Source: an optimization exercise on an open RTL-to-GDS flow (aim: small area, a short achievable clock period and few clock cycles). Production flows keep margins and buffers that such runs may drop. Only simulation tests tie the RTL to the original design; equivalence was not proved. No activity file was given, so power comes from the tool's default toggle rates.

==> flow/constraint.sdc <==
create_clock -name core_clock -period 12.0 [get_ports {clk_in}]
set_input_delay 2.4000 -clock core_clock [delete_from_list [all_inputs] [get_ports {clk_in}]]
set_output_delay 2.4000 -clock core_clock [all_outputs]
set_load 0.01 [all_outputs]
==> flow/config.mk <==
export PLATFORM = sky130hd
export DESIGN_NAME = cpu
export DESIGN_NICKNAME = cpu
export VERILOG_FILES = /design/flow/design.v
export SDC_FILE = /design/flow/constraint.sdc
export NUM_CORES = 8
export LEC_CHECK = 0
export CAP_MARGIN = 20
export CORE_MARGIN = 2
export CORE_UTILIZATION = 40
export SLEW_MARGIN = 20
==> flow/design.v <==
module Stallctrl(
    input wire rst,
    input wire if_stall,
    input wire id_stall,
    input wire mem_stall,
    output reg [5:0] stall_out
);
    always @ (*) begin
        if (rst == 1)
            stall_out <= 6'b000000;
        else if (mem_stall == 1)
            stall_out <= 6'b011111;
        else if (id_stall == 1)
            stall_out <= 6'b000111;
        else if (if_stall == 1)
            stall_out <= 6'b000011;
        else
            stall_out <= 6'b000000;
    end
endmodule
module Pc_Reg(
    input wire clk,
    input wire rst,
    input wire [5:0] stall,
    input wire branch_enable,
    input wire [31:0] branch_addr,
    output reg [31:0] pc
);
always @(posedge clk) begin
    if(rst)
        pc <= 0;
    else if(branch_enable)
        pc <= branch_addr;
    else if(stall[0] == 0)
        pc <= pc + 4;
end
endmodule
module Register(
    input wire clk,
    input wire rst,
    input wire write_enable,
    input wire [4:0] write_addr,
    input wire [31:0] write_data,
    input wire reg1_read_enable,   
    input wire [4:0] reg1_addr,
    output reg [31:0] reg1_data,
    input wire reg2_read_enable,   
    input wire [4:0] reg2_addr,
    output reg [31:0] reg2_data
);
reg[31:0] real_register[31:0];
integer i;
always @(posedge clk) begin
    if(rst == 1) begin
        for(i = 0; i<= 31; i = i + 1)
            real_register[i] <= 0;
    end
    else begin
        if(write_enable == 1 && rst == 0 && write_addr != 32'h0) 
            real_register[write_addr] <= write_data;
    end
end
always @(*) begin
    if(reg1_read_enable == 1 && rst == 0) begin
        if(reg1_addr == 5'h0)
            reg1_data = 32'h0;
        else
            reg1_data = real_register[reg1_addr];
    end
    else
        reg1_data = 32'h0;
end
always @(*) begin
    if(reg2_read_enable == 1 && rst == 0) begin
        if(reg2_addr == 5'h0)
            reg2_data = 32'h0;
        else
            reg2_data = real_register[reg2_addr];
    end
    else
        reg2_data = 32'h0;
end
endmodule
module IF(
    input wire rst,
    input wire [31:0] pc_in,
    input wire [31:0] mem_ctrl_inst_in,
    input wire mem_ctrl_busy_if_in,
    input wire mem_ctrl_busy_mem_in,
    input wire mem_ctrl_inst_done_in,
    input wire branch_enable,
    output reg mem_ctrl_enable_out,
    output reg [31:0] mem_ctrl_addr_out,
    output reg stall_from_if,
    output reg [31:0] pc_out,
    output reg [31:0] inst_out
);
always @(*) begin
    if(rst == 1) begin
        stall_from_if <= 0;
        pc_out <= 0;
        inst_out <= 0;
        mem_ctrl_enable_out <= 0;
        mem_ctrl_addr_out <= 0;
    end
    else if(branch_enable) begin
        stall_from_if <= 0;
        pc_out <= 0;
        inst_out <= 0;
        mem_ctrl_enable_out <= 0;
        mem_ctrl_addr_out <= 0;
    end
    else if(mem_ctrl_inst_done_in) begin
        stall_from_if <= 0;
        pc_out <= pc_in;
        inst_out <= mem_ctrl_inst_in;
        mem_ctrl_enable_out <= 0;
        mem_ctrl_addr_out <= 0;
    end
    else if(mem_ctrl_busy_mem_in) begin
        stall_from_if <= 0;
        pc_out <= 0;
        inst_out <= 0;
        mem_ctrl_enable_out <= 0;
        mem_ctrl_addr_out <= 0;
    end
    else if(mem_ctrl_busy_if_in == 1 && mem_ctrl_busy_mem_in == 0) begin
        stall_from_if <= 1;
        pc_out <= pc_in;
        inst_out <= 0;
        mem_ctrl_enable_out <= 1;
        mem_ctrl_addr_out <= pc_in;
    end
    else begin
        stall_from_if <= 1;
        pc_out <= pc_in;
        inst_out <= 0;
        mem_ctrl_enable_out <= 1;
        mem_ctrl_addr_out <= pc_in;
    end
end
endmodule
module IFID(
    input wire clk, 
    input wire rst,
    input wire [5:0] stall,
    input wire [31:0] if_pc,
    input wire [31:0] if_inst,
    output reg [31:0] id_pc,
    output reg [31:0] id_inst,
    input wire branch_enable
);
always @(posedge clk) begin
    if (rst == 1) begin
        id_pc <= 0;
        id_inst <= 0;
    end
    else if(stall[1] == 1 && stall[2] == 0) begin
        id_pc <= 0;
        id_inst <= 0;
    end  
    else if(branch_enable) begin
        id_pc <= 0;
        id_inst <= 0;
    end
    else if(stall[1] == 0) begin
        id_pc <= if_pc;
        id_inst <= if_inst;
    end
end
endmodule
module ID(
    input wire rst,
    input wire [31:0] pc_in,
    input wire [31:0] inst,
    input wire [31:0] reg1_data,
    input wire [31:0] reg2_data,
    output reg [31:0] pc_out,
    output reg [4:0] reg1_addr,
    output reg reg1_read_enable,
    output reg [4:0] reg2_addr,
    output reg reg2_read_enable,
    output reg [31:0] rs1_num,
    output reg [31:0] rs2_num,
    output reg [31:0] imm,
    output reg [4:0] rd,
    output reg rd_enable,
    output reg [5:0] aluop,
    output reg [2:0] alusel
    );
    wire[6:0] opcode = inst[6:0];
    wire[2:0] func3 = inst[14:12];
    wire[4:0] rs1 = inst[19:15];
    wire[4:0] rs2 = inst[24:20];
    wire[6:0] func7 = inst[31:25];
always @ (*) begin
    if (rst == 1) begin
        reg1_addr = 0;
        reg2_addr = 0;
    end
    else begin
        reg1_addr = inst[19:15];
        reg2_addr = inst[24:20];
    end
end
always @(*) begin
    imm = 0;
    rd_enable = 0;
    reg1_read_enable = 0;
    reg2_read_enable = 0;
    rd = 0; 
    aluop = 0;
    alusel = 0;
    case(opcode)
        7'b0110111: begin
            rd_enable = 1;
            rd = inst[11:7];
            imm = {inst[31:12], 12'h0};
            aluop = 6'd1;
        end
        7'b0010111: begin
            rd_enable = 1;
            rd = inst[11:7];
            imm = {inst[31:12], 12'h0};
            aluop = 6'd2;
        end
        7'b1101111: begin
            rd_enable = 1;
            rd = inst[11:7];
            imm = {{12{inst[31]}}, inst[19:12], inst[20], inst[30:25], inst[24:21], 1'b0};
            aluop = 6'd3;
        end
        7'b1100111: begin
            rd_enable = 1;
            rd = inst[11:7];
            reg1_read_enable = 1;
            imm = {{21{inst[31]}}, inst[30:20]};
            aluop = 6'd4;
        end
        7'b1100011: begin
            reg1_read_enable = 1;
            reg2_read_enable = 1;
            imm = {{20{inst[31]}}, inst[7], inst[30:25], inst[11:8], 1'b0};
            case(func3)
                3'b000: begin
                    aluop = 6'd5;
                end
                3'b001: begin
                    aluop = 6'd6;
                end
                3'b100: begin
                    aluop = 6'd7;
                end
                3'b101: begin
                    aluop = 6'd8;
                end
                3'b110: begin
                    aluop = 6'd9;
                end
                3'b111: begin
                    aluop = 6'd10;
                end
            endcase
        end
        7'b0000011: begin
            rd_enable = 1;
            rd = inst[11:7];
            reg1_read_enable = 1;
            imm = {{21{inst[31]}}, inst[30:20]};
            case(func3)
                3'b000: begin
                    aluop = 6'd11;
                end
                3'b001: begin
                    aluop = 6'd12;
                end
                3'b010: begin
                    aluop = 6'd13;
                end
                3'b100: begin
                    aluop = 6'd14;
                end
                3'b101: begin
                    aluop = 6'd15;
                end
            endcase
        end
        7'b0100011: begin
            reg1_read_enable = 1;
            reg2_read_enable = 1;
            imm = {{21{inst[31]}}, inst[30:25], inst[11:8], inst[7]};
            case(func3)
                3'b000: begin
                    aluop = 6'd16;
                end
                3'b001: begin
                    aluop = 6'd17;
                end
                3'b010: begin
                    aluop = 6'd18;
                end
            endcase
        end
        7'b0010011: begin
            rd_enable = 1;
            rd = inst[11:7];
            reg1_read_enable = 1;
            imm = {{21{inst[31]}}, inst[30:20]};
            case(func3)
                3'b000: begin
                    aluop = 6'd19;
                end
                3'b010: begin
                    aluop = 6'd20;
                end
                3'b011: begin
                    aluop = 6'd21;
                end
                3'b100: begin
                    aluop = 6'd22;
                end
                3'b110: begin
                    aluop = 6'd23;
                end
                3'b111: begin
                    aluop = 6'd24;
                end
                3'b001: begin
                    aluop = 6'd25;
                end
                3'b101: begin
                    imm = {27'b0, inst[24:20]};
                    if(func7 == 7'b0000000)
                        aluop = 6'd26;
                    else
                        aluop = 6'd27;
                end
            endcase
        end
        7'b0110011: begin
            rd_enable = 1;
            rd = inst[11:7];
            reg1_read_enable = 1;
            reg2_read_enable = 1;
            if(func3 == 3'b000 && func7 == 7'b0000000) begin
                aluop = 6'd28;
            end
            else if(func3 == 3'b000 && func7 == 7'b0100000) begin
                aluop = 6'd29;
            end
            else if(func3 == 3'b001 && func7 == 7'b0000000) begin
                aluop = 6'd30;
            end
            else if(func3 == 3'b010 && func7 == 7'b0000000) begin
                aluop = 6'd31;
            end
            else if(func3 == 3'b011 && func7 == 7'b0000000) begin
                aluop = 6'd32;
            end
            else if(func3 == 3'b100 && func7 == 7'b0000000) begin
                aluop = 6'd33;
            end
            else if(func3 == 3'b101 && func7 == 7'b0000000) begin
                aluop = 6'd34;
            end
            else if(func3 == 3'b101 && func7 == 7'b0100000) begin
                aluop = 6'd35;
            end
            else if(func3 == 3'b110 && func7 == 7'b0000000) begin
                aluop = 6'd36;
            end
            else if(func3 == 3'b111 && func7 == 7'b0000000) begin
                aluop = 6'd37;
            end
        end
    endcase
end
always @ (*) begin
    if (rst == 1) begin
        rs1_num = 0;
    end
    else if (reg1_read_enable == 0) begin
        rs1_num = 0;
    end
    else begin
        rs1_num = reg1_data;
    end
end
always @ (*) begin
    if (rst == 1) begin
        rs2_num = 0;
    end
    else if (reg2_read_enable == 0) begin
        rs2_num = 0;
    end
    else begin
        rs2_num = reg2_data;
    end
end
always @(*) begin
    pc_out = pc_in;
end
endmodule
module IDEX(
    input wire clk,
    input wire rst,
    input wire [5:0] stall,
    input wire [31:0] id_rs1,
    input wire [31:0] id_rs2,
    input wire [31:0] id_imm,
    input wire [4:0] id_rd_addr,
    input wire id_rd_enable,
    input wire [5:0] id_aluop,
    input wire [2:0] id_alusel,
    input wire [31:0] id_pc,
    input wire branch_enable,
    output reg [31:0] ex_rs1,
    output reg [31:0] ex_rs2,
    output reg [31:0] ex_imm,
    output reg [4:0] ex_rd_addr,
    output reg ex_rd_enable,
    output reg [5:0] ex_aluop,
    output reg [2:0] ex_alusel,
    output reg [31:0] ex_pc
    );
always @ (posedge clk) begin
    if (rst == 1) begin
        ex_aluop <= 0;
        ex_alusel <= 0;
        ex_rs1 <= 0;
        ex_rs2 <= 0;
        ex_rd_addr <= 0;
        ex_imm <= 0;
        ex_rd_enable <= 0;
        ex_pc <= 0;
    end
    else if(stall[2] == 1 && stall[3] == 0) begin
        ex_aluop <= 0;
        ex_alusel <= 0;
        ex_rs1 <= 0;
        ex_rs2 <= 0;
        ex_rd_addr <= 0;
        ex_imm <= 0;
        ex_rd_enable <= 0;
        ex_pc <= 0;
    end
    else if(branch_enable) begin
        ex_aluop <= 0;
        ex_alusel <= 0;
        ex_rs1 <= 0;
        ex_rs2 <= 0;
        ex_rd_addr <= 0;
        ex_imm <= 0;
        ex_rd_enable <= 0;
        ex_pc <= 0;
    end
    else if(stall[2] == 0) begin
        ex_rs1 <= id_rs1;
        ex_rs2 <= id_rs2;
        ex_imm <= id_imm;
        ex_rd_addr <= id_rd_addr;
        ex_rd_enable <= id_rd_enable;
        ex_aluop <= id_aluop;
        ex_alusel <= id_alusel;
        ex_pc <= id_pc;
    end
end
endmodule
module EX(
    input wire rst,
    input wire [31:0] rs1,
    input wire [31:0] rs2,
    input wire [31:0] imm,
    input wire [4:0] rd_addr_in,
    input wire rd_enable_in,
    input wire [5:0] aluop,
    input wire [2:0] alusel,
    input wire [31:0] pc_in,
    output reg pc_change,
    output reg [31:0] new_pc_num,
    output reg [31:0] rd_num_out,
    output reg [4:0] rd_addr_out,
    output reg rd_enable_out,
    output reg [31:0] val_store_num,
    output reg [31:0] val_store_and_load_addr,
    output reg val_store_enable,
    output reg val_load_enable
    );
    reg [31:0] temp_out;
    always @(*) begin
        if (rst == 1) begin
            pc_change = 0;
            new_pc_num = 0;
            temp_out = 0;
            rd_num_out = 0;
            rd_addr_out = 0;
            rd_enable_out = 0;
            val_store_num = 0;
            val_store_and_load_addr = 0;
            val_store_enable = 0;
            val_load_enable = 0;
        end
        else begin
            pc_change = 0;
            new_pc_num = 0;
            temp_out = 0;
            rd_num_out = 0;
            rd_addr_out = rd_addr_in;
            rd_enable_out = rd_enable_in;
            val_store_num = 0;
            val_store_and_load_addr = 0;
            val_store_enable = 0;
            val_load_enable = 0;
            case (aluop)
                6'd1: begin
                    rd_num_out = imm;
                end
                6'd2: begin
                    rd_num_out = pc_in + imm;
                end
                6'd3: begin
                    rd_num_out = pc_in + 4;
                    pc_change = 1;
                    new_pc_num = pc_in + imm;
                end
                6'd4: begin
                    rd_num_out = pc_in + 4;
                    pc_change = 1;
                    new_pc_num = (rs1 + imm) & 32'hFFFFFFFE;
                end
                6'd5: begin
                    if(rs1 == rs2) begin
                        pc_change = 1;
                        new_pc_num = pc_in + imm;
                    end
                    else begin
                        pc_change = 0;
                    end
                end
                6'd6: begin
                    if(rs1 != rs2) begin
                        pc_change = 1;
                        new_pc_num = pc_in + imm;
                    end
                    else begin
                        pc_change = 0;
                    end
                end
                6'd7: begin
                    if($signed(rs1) < $signed(rs2)) begin
                        pc_change = 1;
                        new_pc_num = pc_in + imm;
                    end
                    else begin
                        pc_change = 0;
                    end
                end
                6'd8: begin
                    if($signed(rs1) >= $signed(rs2)) begin
                        pc_change = 1;
                        new_pc_num = pc_in + imm;
                    end
                    else begin
                        pc_change = 0;
                    end
                end
                6'd9: begin
                    if(rs1 < rs2) begin
                        pc_change = 1;
                        new_pc_num = pc_in + imm;
                    end
                    else begin
                        pc_change = 0;
                    end
                end
                6'd10: begin
                    if(rs1 >= rs2) begin
                        pc_change = 1;
                        new_pc_num = pc_in + imm;
                    end
                    else begin
                        pc_change = 0;
                    end
                end
                6'd11: begin
                    val_load_enable = 1;
                    val_store_and_load_addr = rs1 + imm;
                end
                6'd12: begin
                    val_load_enable = 1;
                    val_store_and_load_addr = rs1 + imm;
                end
                6'd13: begin
                    val_load_enable = 1;
                    val_store_and_load_addr = rs1 + imm;
                end
                6'd14: begin
                    val_load_enable = 1;
                    val_store_and_load_addr = rs1 + imm;
                end
                6'd15: begin
                    val_load_enable = 1;
                    val_store_and_load_addr = rs1 + imm;
                end
                6'd16: begin
                    val_store_enable = 1;
                    val_store_num = rs2;
                    val_store_and_load_addr = rs1 + imm;
                end
                6'd17: begin
                    val_store_enable = 1;
                    val_store_num = rs2;
                    val_store_and_load_addr = rs1 + imm;
                end
                6'd18: begin
                    val_store_enable = 1;
                    val_store_num = rs2;
                    val_store_and_load_addr = rs1 + imm;
                end
                6'd19: begin
                    rd_num_out = rs1 + imm;
                end
                6'd20: begin
                    rd_num_out = $signed(rs1) < $signed(imm);
                end
                6'd21: begin
                    rd_num_out = rs1 < imm;
                end
                6'd22: begin
                    rd_num_out = rs1 ^ imm;
                end
                6'd23: begin
                    rd_num_out = rs1 | imm;
                end
                6'd24: begin
                    rd_num_out = rs1 & imm;
                end
                6'd25: begin
                    rd_num_out = rs1 << imm[4:0];
                end
                6'd26: begin
                    rd_num_out = rs1 >> imm[4:0];
                end
                6'd27: begin
                    rd_num_out = $signed(rs1) >>> imm[4:0];
                end
                6'd28: begin
                    rd_num_out = rs1 + rs2;
                end
                6'd29: begin
                    rd_num_out = rs1 - rs2;
                end
                6'd30: begin
                    rd_num_out = rs1 << rs2[4:0];
                end
                6'd31: begin
                    rd_num_out = $signed(rs1) < $signed(rs2);
                end
                6'd32: begin
                    rd_num_out = rs1 < rs2;
                end
                6'd33: begin
                    rd_num_out = rs1 ^ rs2;
                end
                6'd34: begin
                    rd_num_out = rs1 >> rs2[4:0];
                end
                6'd35: begin
                    rd_num_out = $signed(rs1) >>> rs2[4:0];
                end
                6'd36 : begin
                    rd_num_out = rs1 | rs2;
                end
                6'd37: begin
                    rd_num_out = rs1 & rs2;
                end
                default: 
                    rd_num_out = 0;
            endcase
        end
    end
endmodule
module EXMEM(
    input wire clk,
    input wire rst,
    input wire [5:0] stall,
    input wire ex_rd_enable,
    input wire [31:0] ex_rd_num,
    input wire [4:0] ex_rd_addr,
    input wire [5:0] ex_aluop,
    input wire [31:0] ex_val_store_num,
    input wire [31:0] ex_val_store_and_load_addr,
    input wire ex_val_store_enable,
    input wire ex_val_load_enable,
    output reg mem_rd_enable,
    output reg [31:0] mem_rd_num,
    output reg [4:0] mem_rd_addr,
    output reg [5:0] mem_aluop,
    output reg [31:0] mem_val_store_num,
    output reg [31:0] mem_val_store_and_load_addr,
    output reg mem_val_store_enable,
    output reg mem_val_load_enable
);
always @(posedge clk) begin
    if(rst == 1) begin
        mem_rd_enable <= 0;
        mem_rd_num <= 0;
        mem_rd_addr <= 0;
        mem_aluop <= 0;
        mem_val_store_num <= 0;
        mem_val_store_and_load_addr <= 0;
        mem_val_store_enable <= 0;
        mem_val_load_enable <= 0;
    end
    else if(stall[3] == 1 && stall[4] == 0) begin
        mem_rd_enable <= 0;
        mem_rd_num <= 0;
        mem_rd_addr <= 0;
        mem_aluop <= 0;
        mem_val_store_num <= 0;
        mem_val_store_and_load_addr <= 0;
        mem_val_store_enable <= 0;
        mem_val_load_enable <= 0;
    end
    else if(stall[3] == 0) begin
        mem_rd_enable <= ex_rd_enable;
        mem_rd_num <= ex_rd_num;
        mem_rd_addr <= ex_rd_addr;
        mem_aluop <= ex_aluop;
        mem_val_store_num <= ex_val_store_num;
        mem_val_store_and_load_addr <= ex_val_store_and_load_addr;
        mem_val_store_enable <= ex_val_store_enable;
        mem_val_load_enable <= ex_val_load_enable;
    end
end
endmodule
module MEM(
    input wire rst,
    input wire rd_enable_in,
    input wire [4:0] rd_addr_in,
    input wire [31:0] rd_num_in,
    input wire [5:0] aluop,
    input wire [31:0] val_store_num,
    input wire [31:0] val_store_and_load_addr,
    input wire val_store_enable,
    input wire val_load_enable,
    input wire mem_ctrl_enable_in,
    input wire mem_ctrl_if_busy_in,
    input wire mem_ctrl_mem_busy_in,
    input wire [31:0] mem_ctrl_addr_in,
    input wire [31:0] mem_ctrl_data_in,
    output reg mem_ctrl_enable_out,
    output reg mem_ctrl_rw_status_out,
    output reg [31:0] mem_ctrl_addr_out,
    output reg [31:0] mem_ctrl_data_out,
    output reg [2:0] mem_ctrl_data_len_out,
    output reg stall_from_mem,
    output reg rd_enable_out,
    output reg [31:0] rd_data_out,
    output reg [4:0] rd_addr_out
);
always @(*) begin
    mem_ctrl_data_len_out <= 0;
    if(rst == 1) begin
        mem_ctrl_enable_out <= 0;
        mem_ctrl_rw_status_out <= 0;
        mem_ctrl_addr_out <= 0;
        mem_ctrl_data_out <= 0;
        mem_ctrl_data_len_out <= 0;
        stall_from_mem <= 0;
        rd_enable_out <= 0;
        rd_data_out <= 0;
        rd_addr_out <= 0;
    end
    else if(mem_ctrl_enable_in) begin
        mem_ctrl_enable_out <= 0;
        mem_ctrl_rw_status_out <= 0;
        mem_ctrl_addr_out <= 0;
        mem_ctrl_data_out <= 0;
        stall_from_mem <= 0;
        rd_enable_out <= 1;
        rd_addr_out <= rd_addr_in;
        if (aluop == 6'd11)
            rd_data_out <= {{24{mem_ctrl_data_in[7]}}, mem_ctrl_data_in[7:0]};
        else if (aluop == 6'd14)
            rd_data_out <= mem_ctrl_data_in[7:0];
        else if (aluop == 6'd12)
            rd_data_out <= {{16{mem_ctrl_data_in[15]}}, mem_ctrl_data_in[15:0]};
        else if (aluop == 6'd15)
            rd_data_out <= mem_ctrl_data_in[15:0];
        else if (aluop == 6'd13)
            rd_data_out <= mem_ctrl_data_in;
        else
            rd_data_out <= 0;
    end
    else if(val_load_enable) begin
        if(mem_ctrl_if_busy_in) begin
            mem_ctrl_enable_out <= 0;
            mem_ctrl_rw_status_out <= 0;
            mem_ctrl_addr_out <= 0;
            mem_ctrl_data_out <= 0;
            stall_from_mem <= 1;
            rd_enable_out <= 0;
            rd_data_out <= 0;
            rd_addr_out <= 0;
        end
        else begin
            mem_ctrl_enable_out <= 1;
            mem_ctrl_rw_status_out <= 0;
            mem_ctrl_addr_out <= val_store_and_load_addr;
            mem_ctrl_data_out <= 0;
            stall_from_mem <= 1;
            rd_enable_out <= 0;
            rd_data_out <= 0;
            rd_addr_out <= 0;
        end
    end
    else if(val_store_enable) begin
        if(mem_ctrl_if_busy_in) begin
            mem_ctrl_enable_out <= 0;
            mem_ctrl_rw_status_out <= 0;
            mem_ctrl_addr_out <= 0;
            mem_ctrl_data_out <= 0;
            stall_from_mem <= 1;
            rd_enable_out <= 0;
            rd_data_out <= 0;
            rd_addr_out <= 0;
        end
        else begin
            mem_ctrl_enable_out <= 1;
            mem_ctrl_rw_status_out <= 1;
            mem_ctrl_addr_out <= val_store_and_load_addr;
            stall_from_mem <= 1;
            rd_enable_out <= 0;
            rd_data_out <= 0;
            rd_addr_out <= 0;
            if (aluop == 6'd16)
                mem_ctrl_data_out <= val_store_num[7:0];
            else if (aluop == 6'd17)
                mem_ctrl_data_out <= val_store_num[15:0];
            else if (aluop == 6'd18)
                mem_ctrl_data_out <= val_store_num;
            else
                mem_ctrl_data_out <= 0;
            if (aluop == 6'd16)
                mem_ctrl_data_len_out <= 1;
            else if (aluop == 6'd17)
                mem_ctrl_data_len_out <= 2;
            else if (aluop == 6'd18)
                mem_ctrl_data_len_out <= 4;
            else
                mem_ctrl_data_len_out <= 0;
        end
    end
    else begin
        mem_ctrl_enable_out <= 0;
        mem_ctrl_rw_status_out <= 0;
        mem_ctrl_addr_out <= 0;
        mem_ctrl_data_out <= 0;
        stall_from_mem <= 0;
        rd_enable_out <= rd_enable_in;
        rd_data_out <= rd_num_in;
        rd_addr_out <= rd_addr_in;
    end
end
endmodule
module MEMWB(
    input wire clk,
    input wire rst,
    input wire [5:0] stall,
    input wire mem_rd_enable,
    input wire[31:0] mem_rd_num,
    input wire[4:0] mem_rd_addr,
    output reg wb_rd_enable,
    output reg [31:0] wb_rd_num,
    output reg [4:0] wb_rd_addr
);
always @(posedge clk) begin
    if (rst == 1) begin
        wb_rd_enable <= 0;
        wb_rd_addr <= 0;
        wb_rd_num <= 0;
    end
    else if(stall[4] == 1 && stall[5] == 0) begin
        wb_rd_enable <= 0;
        wb_rd_addr <= 0;
        wb_rd_num <= 0;
    end
    else if(stall[4] == 0) begin
        wb_rd_enable <= mem_rd_enable;
        wb_rd_addr <= mem_rd_addr;
        wb_rd_num <= mem_rd_num;
    end  
end
endmodule
module MEMCTRL(
    input wire clk,
    input wire rst,
    input wire if_enable_in,
    input wire [31:0] if_addr_in,
    input wire mem_enable_in,
    input wire mem_rw_status_in,
    input wire [31:0] mem_addr_in,
    input wire [31:0] mem_data_in,
    input wire [2:0] mem_data_len_in,
    input wire [7:0] ram_data_in,
    output reg ram_rw_status_out,
    output wire [31:0] ram_addr_out,
    output reg [7:0] ram_data_out,
    output reg if_busy_out,
    output reg if_enable_out,
    output reg [31:0] if_inst_out,
    output reg mem_busy_out,
    output reg mem_enable_out,
    output reg [31:0] mem_data_out
);
wire [7:0] store_data [3:0];
assign store_data[0] = mem_data_in[7:0];
assign store_data[1] = mem_data_in[15:8];
assign store_data[2] = mem_data_in[23:16];
assign store_data[3] = mem_data_in[31:24];
reg[7:0] load_data[2:0];
reg[2:0] cnt;
assign ram_addr_out = if_enable_in ? (if_addr_in + cnt) : (mem_rw_status_in ? (cnt == 0? 0 : mem_addr_in + cnt - 1) :mem_addr_in + cnt);
always @(posedge clk) begin
    if (rst == 1) begin
        cnt <= 0;
        load_data[0] <= 8'b00000000;
        load_data[1] <= 8'b00000000;
        load_data[2] <= 8'b00000000;
        ram_rw_status_out <= 0;
        ram_data_out <= 0;
        mem_enable_out <= 0;
        mem_data_out <= 0;
        if_busy_out <= 0;
        if_enable_out <= 0;
        if_inst_out <= 0;
        mem_busy_out <= 0;
        mem_enable_out <= 0;
        mem_data_out <= 0;
    end
    else begin
        if(mem_enable_in == 1) begin
            ram_rw_status_out <= 0;
            ram_data_out <= 0;
            if_busy_out <= 0;
            if_enable_out <= 0;
            if_inst_out <= 0;
            mem_busy_out <= 1;
            mem_enable_out <= 0;
            mem_data_out <= 0;
            if(mem_rw_status_in == 0) begin
                if(cnt == 0) begin
                    cnt <= cnt + 1;
                end
                if(cnt < 4) begin
                    load_data[cnt-1] <= ram_data_in;
                    cnt <= cnt + 1;
                end
                else if(cnt == 4) begin
                    cnt <= 0;
                    mem_enable_out <= 1;
                    mem_data_out <= {ram_data_in, load_data[2], load_data[1], load_data[0]};
                    mem_busy_out <= 0;
                    if_busy_out <= 0;
                end
            end
            else if(mem_rw_status_in == 1) begin
                ram_rw_status_out <= 1;
                if(cnt < mem_data_len_in) begin
                    ram_data_out <= store_data[cnt];
                    cnt <= cnt + 1;
                end
                else if(cnt == mem_data_len_in) begin
                    cnt <= 0;
                    mem_enable_out <= 1;
                    mem_busy_out <= 0;
                    if_busy_out <= 0;
                    ram_rw_status_out <= 0;
                end
            end   
        end
        else if(if_enable_in == 1) begin
            ram_rw_status_out <= 0;
            if_busy_out <= 1;
            if_enable_out <= 0;
            if_inst_out <= 0;
            mem_busy_out <= 0;
            mem_enable_out <= 0;
            mem_data_out <= 0;
            if(cnt == 0) begin
                cnt <= cnt + 1;
            end
            if(cnt < 4) begin
                load_data[cnt-1] <= ram_data_in;
                cnt <= cnt + 1;
            end
            else if(cnt == 4) begin
                cnt <= 0;
                if_enable_out <= 1;
                if_inst_out <= {ram_data_in, load_data[2], load_data[1], load_data[0]};
                if_busy_out <= 0;
                mem_busy_out <= 0;
            end
        end
        else begin
            cnt <= 0;
            if_enable_out <= 0;
            mem_enable_out <= 0;
        end
    end
end
endmodule
module cpu(
    input  wire                 clk_in,			 
    input  wire                 rst_in,			 
	input  wire					rdy_in,			 
    input  wire [ 7:0]          mem_din,		 
    output wire [ 7:0]          mem_dout,		 
    output wire [31:0]          mem_a,			 
    output wire                 mem_wr,			 
	input  wire                 io_buffer_full,  
	output wire [31:0]			dbgreg_dout		 
);
wire rst = rst_in | (~rdy_in);
wire if_stall;
wire id_stall;
wire mem_stall;
assign id_stall = 1'b0;
wire [5:0] main_stall;
Stallctrl stallctrl(
    .rst(rst_in),
    .if_stall(if_stall),
    .id_stall(id_stall),
    .mem_stall(mem_stall),
    .stall_out(main_stall)
);
wire ex_out_branch_enable;
wire [31:0] ex_out_branch_addr;
wire [31:0] pc;
Pc_Reg pc_reg(
    .clk(clk_in),
    .rst(rst),
    .pc(pc),
    .stall(main_stall),
    .branch_enable(ex_out_branch_enable),
    .branch_addr(ex_out_branch_addr)
);
wire wb_rd_enable;
wire [31:0] wb_rd_num;
wire [4:0] wb_rd_addr;
wire reg1_read_enable;   
wire [4:0] reg1_addr;
wire [31:0] reg1_data;
wire reg2_read_enable;   
wire [4:0] reg2_addr;
wire [31:0] reg2_data;
Register register(
    .clk(clk_in),
    .rst(rst),
    .write_enable(wb_rd_enable),
    .write_addr(wb_rd_addr),
    .write_data(wb_rd_num),
    .reg1_read_enable(reg1_read_enable),   
    .reg1_addr(reg1_addr),
    .reg1_data(reg1_data),
    .reg2_read_enable(reg2_read_enable),   
    .reg2_addr(reg2_addr),
    .reg2_data(reg2_data)
);
wire [31:0] if_to_ifid_pc;
wire [31:0] if_inst;
wire if_to_mem_ctrl_enable;
wire [31:0] if_to_mem_ctrl_addr;
wire mem_ctrl_to_if_busy;
wire mem_ctrl_to_if_enable;
wire [31:0] mem_ctrl_to_if_inst;
wire mem_ctrl_to_mem_busy;
wire mem_ctrl_to_mem_enable;
IF ifif(
    .rst(rst),
    .pc_in(pc),
    .mem_ctrl_inst_in(mem_ctrl_to_if_inst),
    .mem_ctrl_busy_if_in(mem_ctrl_to_if_busy),
    .mem_ctrl_busy_mem_in(mem_ctrl_to_mem_busy),
    .mem_ctrl_inst_done_in(mem_ctrl_to_if_enable),
    .branch_enable(ex_out_branch_enable),
    .mem_ctrl_enable_out(if_to_mem_ctrl_enable),
    .mem_ctrl_addr_out(if_to_mem_ctrl_addr),
    .stall_from_if(if_stall),
    .pc_out(if_to_ifid_pc),
    .inst_out(if_inst)
);
wire [31:0] ifid_to_id_pc;
wire [31:0] id_inst;
IFID ifid(
    .clk(clk_in),
    .rst(rst),
    .stall(main_stall),
    .if_pc(if_to_ifid_pc),
    .if_inst(if_inst),
    .id_pc(ifid_to_id_pc),
    .id_inst(id_inst),
    .branch_enable(ex_out_branch_enable)
);
wire [31:0] id_rs1;
wire [31:0] id_rs2;
wire [31:0] id_imm;
wire [4:0] id_rd_addr;
wire id_rd_enable;
wire [5:0] id_aluop;
wire [2:0] id_alusel;
wire [31:0] id_to_idex_pc;
ID id(
    .rst(rst),
    .pc_in(ifid_to_id_pc),
    .pc_out(id_to_idex_pc),
    .inst(id_inst),
    .reg1_read_enable(reg1_read_enable),   
    .reg1_addr(reg1_addr),
    .reg1_data(reg1_data),
    .reg2_read_enable(reg2_read_enable),   
    .reg2_addr(reg2_addr),
    .reg2_data(reg2_data),
    .rs1_num(id_rs1),
    .rs2_num(id_rs2),
    .imm(id_imm),
    .rd(id_rd_addr),
    .rd_enable(id_rd_enable),
    .aluop(id_aluop),
    .alusel(id_alusel)
);
wire [31:0] ex_rs1;
wire [31:0] ex_rs2;
wire [31:0] ex_imm;
wire [4:0] idex_to_ex_rd_addr;
wire [31:0] idex_to_ex_pc;
wire idex_to_ex_rd_enable;
wire [5:0] ex_aluop;
wire [2:0] ex_alusel;
IDEX idex(
    .clk(clk_in),
    .rst(rst),
    .stall(main_stall),
    .id_rs1(id_rs1),
    .id_rs2(id_rs2),
    .id_imm(id_imm),
    .id_rd_addr(id_rd_addr),
    .id_rd_enable(id_rd_enable),
    .id_aluop(id_aluop),
    .id_alusel(id_alusel),
    .id_pc(id_to_idex_pc),
    .ex_rs1(ex_rs1),
    .ex_rs2(ex_rs2),
    .ex_imm(ex_imm),
    .ex_rd_addr(idex_to_ex_rd_addr),
    .ex_rd_enable(idex_to_ex_rd_enable),
    .ex_aluop(ex_aluop),
    .ex_alusel(ex_alusel),
    .ex_pc(idex_to_ex_pc),
    .branch_enable(ex_out_branch_enable)
); 
wire [31:0] ex_rd_num;
wire [4:0] ex_rd_addr;
wire ex_rd_enable;
wire [31:0] ex_val_store_num;
wire [31:0] ex_val_store_and_load_addr;
wire ex_val_store_enable;
wire ex_val_load_enable;
EX ex(
    .rst(rst),
    .rs1(ex_rs1),
    .rs2(ex_rs2),
    .imm(ex_imm),
    .rd_addr_in(idex_to_ex_rd_addr),
    .rd_enable_in(idex_to_ex_rd_enable),
    .aluop(ex_aluop),
    .alusel(ex_alusel),
    .pc_in(idex_to_ex_pc),
    .pc_change(ex_out_branch_enable),
    .new_pc_num(ex_out_branch_addr),
    .rd_num_out(ex_rd_num),
    .rd_addr_out(ex_rd_addr),
    .rd_enable_out(ex_rd_enable),
    .val_store_num(ex_val_store_num),
    .val_store_and_load_addr(ex_val_store_and_load_addr),
    .val_store_enable(ex_val_store_enable),
    .val_load_enable(ex_val_load_enable)
);
wire exmem_to_mem_rd_enable;
wire [31:0] exmem_to_mem_rd_num;
wire [4:0] exmem_to_mem_rd_addr;
wire [5:0] mem_aluop;
wire [31:0] mem_val_store_num;
wire [31:0] mem_val_store_and_load_addr;
wire mem_val_store_enable;
wire mem_val_load_enable;
EXMEM exmem(
    .clk(clk_in),
    .rst(rst),
    .stall(main_stall),
    .ex_rd_enable(ex_rd_enable),
    .ex_rd_num(ex_rd_num),
    .ex_rd_addr(ex_rd_addr),
    .ex_aluop(ex_aluop),
    .ex_val_store_num(ex_val_store_num),
    .ex_val_store_and_load_addr(ex_val_store_and_load_addr),
    .ex_val_store_enable(ex_val_store_enable),
    .ex_val_load_enable(ex_val_load_enable),
    .mem_rd_enable(exmem_to_mem_rd_enable),
    .mem_rd_num(exmem_to_mem_rd_num),
    .mem_rd_addr(exmem_to_mem_rd_addr),
    .mem_aluop(mem_aluop),
    .mem_val_store_num(mem_val_store_num),
    .mem_val_store_and_load_addr(mem_val_store_and_load_addr),
    .mem_val_store_enable(mem_val_store_enable),
    .mem_val_load_enable(mem_val_load_enable)
);
wire mem_rd_enable;
wire [31:0] mem_rd_num;
wire [4:0] mem_rd_addr;
wire [31:0] mem_ctrl_to_mem_addr;
assign mem_ctrl_to_mem_addr = 32'h0;
wire [31:0] mem_ctrl_to_mem_data;
wire mem_to_mem_ctrl_enable;
wire mem_to_mem_ctrl_rw_status;
wire [31:0] mem_to_mem_ctrl_addr;
wire [31:0] mem_to_mem_ctrl_data;
wire [2:0] mem_to_mem_ctrl_data_len;
MEM mem(
    .rst(rst),
    .rd_enable_in(exmem_to_mem_rd_enable),
    .rd_addr_in(exmem_to_mem_rd_addr),
    .rd_num_in(exmem_to_mem_rd_num),
    .aluop(mem_aluop),
    .val_store_num(mem_val_store_num),
    .val_store_and_load_addr(mem_val_store_and_load_addr),
    .val_store_enable(mem_val_store_enable),
    .val_load_enable(mem_val_load_enable),
    .mem_ctrl_enable_in(mem_ctrl_to_mem_enable),
    .mem_ctrl_if_busy_in(mem_ctrl_to_if_busy),
    .mem_ctrl_mem_busy_in(mem_ctrl_to_mem_busy),
    .mem_ctrl_addr_in(mem_ctrl_to_mem_addr),
    .mem_ctrl_data_in(mem_ctrl_to_mem_data),
    .mem_ctrl_enable_out(mem_to_mem_ctrl_enable),
    .mem_ctrl_rw_status_out(mem_to_mem_ctrl_rw_status),
    .mem_ctrl_addr_out(mem_to_mem_ctrl_addr),
    .mem_ctrl_data_out(mem_to_mem_ctrl_data),
    .mem_ctrl_data_len_out(mem_to_mem_ctrl_data_len),
    .stall_from_mem(mem_stall),
    .rd_enable_out(mem_rd_enable),
    .rd_data_out(mem_rd_num),
    .rd_addr_out(mem_rd_addr)
);
MEMCTRL memctrl(
    .clk(clk_in),
    .rst(rst),
    .if_enable_in(if_to_mem_ctrl_enable),
    .if_addr_in(if_to_mem_ctrl_addr),
    .mem_enable_in(mem_to_mem_ctrl_enable),
    .mem_rw_status_in(mem_to_mem_ctrl_rw_status),
    .mem_addr_in(mem_to_mem_ctrl_addr),
    .mem_data_in(mem_to_mem_ctrl_data),
    .mem_data_len_in(mem_to_mem_ctrl_data_len),
    .ram_data_in(mem_din),
    .ram_rw_status_out(mem_wr),
    .ram_addr_out(mem_a),
    .ram_data_out(mem_dout),
    .if_busy_out(mem_ctrl_to_if_busy),
    .if_enable_out(mem_ctrl_to_if_enable),
    .if_inst_out(mem_ctrl_to_if_inst),
    .mem_busy_out(mem_ctrl_to_mem_busy),
    .mem_enable_out(mem_ctrl_to_mem_enable),
    .mem_data_out(mem_ctrl_to_mem_data)
);
MEMWB memwb(
    .clk(clk_in),
    .rst(rst),
    .stall(main_stall),
    .mem_rd_enable(mem_rd_enable),
    .mem_rd_num(mem_rd_num),
    .mem_rd_addr(mem_rd_addr),
    .wb_rd_enable(wb_rd_enable),
    .wb_rd_num(wb_rd_num),
    .wb_rd_addr(wb_rd_addr)
);
assign dbgreg_dout = 32'h0;
endmodule
==> flow/run.sh <==
#!/bin/bash
# synth_recipe.tcl (not shown) runs the flow's synth.tcl, then flattens the netlist and writes it again
# the make line also repeats each setting of config.mk as NAME=value (left out here)
make -C /OpenROAD-flow-scripts/flow DESIGN_CONFIG=/design/flow/config.mk WORK_HOME=/design/flow/orfs CLKGATE_MAP_FILE= SYNTH_SCRIPT=/design/flow/synth_recipe.tcl finish
==> run_results.csv <==
group,metric,value,unit
min_path,min-delay-start,"ifid.id_pc[5]",
global_route,antenna_found_initial,26,
detailed_routing,initialDrtViolationCount,12501,
clock_tree,worstSkewPairLatency,0.90,ns
clock_tree,path_clk_slew,0.06,ns
layout,nets,10078,
detailed_routing,drc,0,
detailed_routing,ant_nets,0,
power,comb_power_share,0.036,
logic_synthesis,syn_avg_cell_area,9.29,um2
die,ioPinCount,85,
logic_synthesis,synth_edf_count,1048,
global_route,grt_max_degree,130,
logic_synthesis,synthCells,10296,
placed_design,place_hpwl,292000,um
setup_path,crit_arrival,8.66,ns
setup_path,start_kind,"flip-flop",
setup_path,timing.rr.start,"idex.ex_rs2[31]",
setup_path,cp_num_buf_inv,3,
power,totalPowerFinal,0.0117,W
clock_tree,cts_setup_buffers,0,
power,vdd_drop_max,109,uV
sta,setup_viol_count_final,0,
sta,slew_viol_final,0,
power,p_clk_frac,0.469,
clock_tree,cts-htree-levels,4,
power,p_sw_frac,0.237,
logic_synthesis,synth_warnings,12,
global_route,grt_pass1_wl,615000,um
status,status,"timing/DRC/antenna clean",
clock_tree,numClockSinks,1512,
setup_path,cp_top_family,"simple AND/OR/NAND/NOR gates",
detailed_routing,first_pass_iters,19,
detailed_routing,drt-wirelength-per-cell,33.3,um
detailed_routing,vias,86771,
power,pwr-share-seq,0.495,
setup_path,r2r_end,"memctrl.load_data[2][6]",
logic_synthesis,synth_top_flop_cell,"edfxtp_1",
logic_synthesis,synth.distinct_cells,110,
sta,fmax,90.4,MHz
setup_path,crit_path_max_fanout,56,
sta,tightest_slew,1.32,ns
sta,setup-tns-final,0,ns
logic_synthesis,yosysSeqAreaShare,0.426,
setup_path,critical_path_required,9.60,ns
setup_path,worstSetupEndpointType,"primary output",
power,powerDensity,111,nW/um2
sta,period_share,0.922,
logic_synthesis,synth_seq_cells,1512,
clock_tree,cts_tree,"built",
clock_tree,ctsHoldBuffers,0,
power,p_switching,0.00279,W
die,rows,179,
clock_tree,cts_max_path_buffers,3,
global_route,grt.total_usage,0.349,
setup_path,ff2ff_setup_slack,5.52,ns
detailed_routing,drt-vias-per-instance,6.57,
min_path,min_to,"idex.ex_pc[5]",
layout,layout_common_cells,"nand2_1 (1379), edfxtp_1 (1048), and2_1 (1030), a21oi_1 (653), mux2i_1 (548)",
setup_path,worstPathCellList,"inv_1 > ha_1 > and3_1 > nand4_1 > nor4_1 > mux2i_1 > o311ai_2 > nor4_4 > buf_4 > nand2_1 > fa_1 > nor2b_1 > o2111ai_1 > nor2_1 > nand3_1 > or2_2 > nand2b_1 > xor2_1 > o22ai_1 > clkdlybuf4s50_1",
min_path,whs_path_depth,2,
setup_path,worst-r2r-cell-count,15,
power,p_int,0.00895,W
sta,slew_headroom,0.105,
logic_synthesis,netlist_area,95700,um2
layout,largest_reg_flops,1024,
clock_tree,ctsResizeCount,0,
min_path,min_path_type,"reg2reg",
run,drv_cap,0,
sta,finalCriticalPeriod,11.06,ns
sta,skew,0.0915,ns
setup_path,setup.worst_path.class,"reg2out",
die,coreArea,238000,um2
placed_design,io_buffers,51,
sta,rsz0062_at_grt,"false",
setup_path,slowest_delay,0.99,ns
detailed_routing,drt_wl_total,439000,um
layout,regMostFlops,"register.real_register",
layout,layout-drive-gt1-share,0.0944,
power,leakagePower,36.6,nW
die,die_x,493,um
die,die_area,243000,um2
layout,fillers,22654,
die,die_y,493,um
clock_tree,clockRootBuffer,"clkbuf_16",
setup_path,cp_num_cells,20,
global_route,grt.overflow.total,0,
logic_synthesis,async_reset_ff_frac,0,
die,start_util,0.402,
clock_tree,cts_buffers,174,
sta,hold_viol_final,0,
setup_path,cp_slowest_cell,"nor4_1",
global_route,grt_pass1_vias,81536,
layout,syn_to_final_growth,10.3,%
placed_design,place.gp.congestion,1.07,
layout,layout_commonest_cell,"nand2_1",
-- per-stage QoR --
stage               hold slack, ns  std cells  area, um2  utilization  setup slack [ns]
global placement             0.432      12872      99600        0.419              2.10
floorplan                    0.417      10359      95900            -              3.41
detailed placement           0.445      12875      99700        0.419              2.13
finish                       0.446      13200     106000        0.444             0.936
CTS                          0.434      13192     105000        0.443              1.22
global route                 0.450      13194     106000        0.444             0.805
-- per-layer routing --
metal,up-vias,track usage,part of all wire,wire length [um]
li1,36849,-,-,-
met5,-,0,0.00041,181
met3,1404,0.0856,0.11,47700
met4,26,0.231,0.079,34800
met2,5740,0.540,0.44,194000
met1,42752,0.432,0.37,163000
-- synth_stat cells, types with 44 or more instances --
master	count	area share
ha_1	175	0.023
mux2i_1	548	0.057
nor2_1	503	0.020
o21ai_0	366	0.019
o22ai_1	99	0.0065
a21o_1	63	0.0049
a311oi_1	225	0.021
and3_1	102	0.0067
dfxtp_1	464	0.097
buf_2	66	0.0035
o211ai_1	46	0.0036
nand2b_1	44	0.0029
a32oi_1	62	0.0057
o311ai_0	73	0.0067
a22o_1	64	0.0059
xnor2_1	152	0.014
nand3_1	341	0.018
nor3_1	133	0.0070
clkbuf_1	816	0.032
a22oi_1	71	0.0056
edfxtp_1	1048	0.33
nand2_1	1391	0.055
inv_1	148	0.0058
a221oi_1	79	0.0072
buf_1	82	0.0032
xor2_1	73	0.0067
a211oi_1	293	0.023
a31oi_1	62	0.0041
nor2b_1	233	0.015
mux4_2	145	0.034
a21oi_1	661	0.035
and2_1	1038	0.068
-- cells by family (layout without fill, tap and decap cells) --
| group | Yosys count | after routing | share of synthesized area |
|---|---|---|---|
| and+or+nand+nor | 4006 | 4006 | 0.209 |
| adders and majority gates | 182 | 182 | 0.0242 |
| muxes | 720 | 720 | 0.0948 |
| buffers and inverters | 1157 | 824 | 0.0481 |
| xor gates and xnor gates | 225 | 225 | 0.0206 |
| AOI/OAI and AO/OA | 2493 | 2493 | 0.178 |
| other | 1 | 71 | 0.0000392 |
| DFF | 1512 | 1512 | 0.426 |
-- layout make-up --
class,instances,area (um2),area share
multi-input combinational,7690,51400,0.487
sequential,1512,40800,0.386
clock buffer,222,4690,0.0445
tap,3167,3960,0.0375
timing repair buffer,356,2990,0.0284
clock inverter,95,1110,0.0106
inverter,151,572,0.00542
antenna,7,17.5,0.000166
-- power groups by stage --
stage / Combinational (W) / Clock (W) / Sequential [W]
floorplan: 0.000258 / 0 / 0.00590
global placement: 0.000402 / 0 / 0.00591
detailed placement: 0.000408 / 0 / 0.00592
CTS: 0.000409 / 0.00553 / 0.00581
global route: 0.000439 / 0.00574 / 0.00583
finish: 0.000417 / 0.00551 / 0.00582
-- worst max path at each step --
stage                     from        end  slack (ns)
3_3_place_gp            rst_in  mem_a[11]        2.10
4_1_cts        idex.ex_rs2[31]  mem_a[24]        1.22
2_1_floorplan           rdy_in  mem_a[24]        3.41
5_1_grt        idex.ex_rs2[31]  mem_a[24]        0.80
3_5_place_dp            rst_in  mem_a[11]        2.13
6_report       idex.ex_rs2[31]  mem_a[24]        0.94
-- worst min-delay path, stage by stage (launching register included) --
cell     delay [ns]
dfxtp_1        0.31
nand2_1        0.05
a21oi_1        0.06
Testbench counts, summed over its fixed seeds: cycles 323,444.

==> re-timing with driven ports <==
The flow's constraints put no driver on any port. The routed layout listed below was extracted and timed again, unchanged, in two steps. Step 1 (the two cells are an assumption about what drives the block):
set clk [get_ports {clk_in}]
set_driving_cell -lib_cell sky130_fd_sc_hd__clkbuf_16 $clk
set_driving_cell -lib_cell sky130_fd_sc_hd__buf_2 [delete_from_list [all_inputs] $clk]
Step 2 adds t to the input delays and takes it off the output delays; t is the mean of the earliest and latest rising clock arrival at the registers after step 1. Input paths then give back, and output paths get back, about the clock's delay inside the block. a / b / c = ideal ports / drivers / drivers and shift; a / b = the first two.
t, ns: 0.943
setup WS [ns]: 0.936 / 0.846 / 1.788
worst register clock-pin slew, ns: 0.07 / 0.07
worst data-port slew with drivers (ns): 0.05
cell pins on the clock port's net: 1
After both steps setup and hold are still met in this run. The setup slack of this run moves by -0.090 ns with the drivers and by +0.852 ns with both steps.
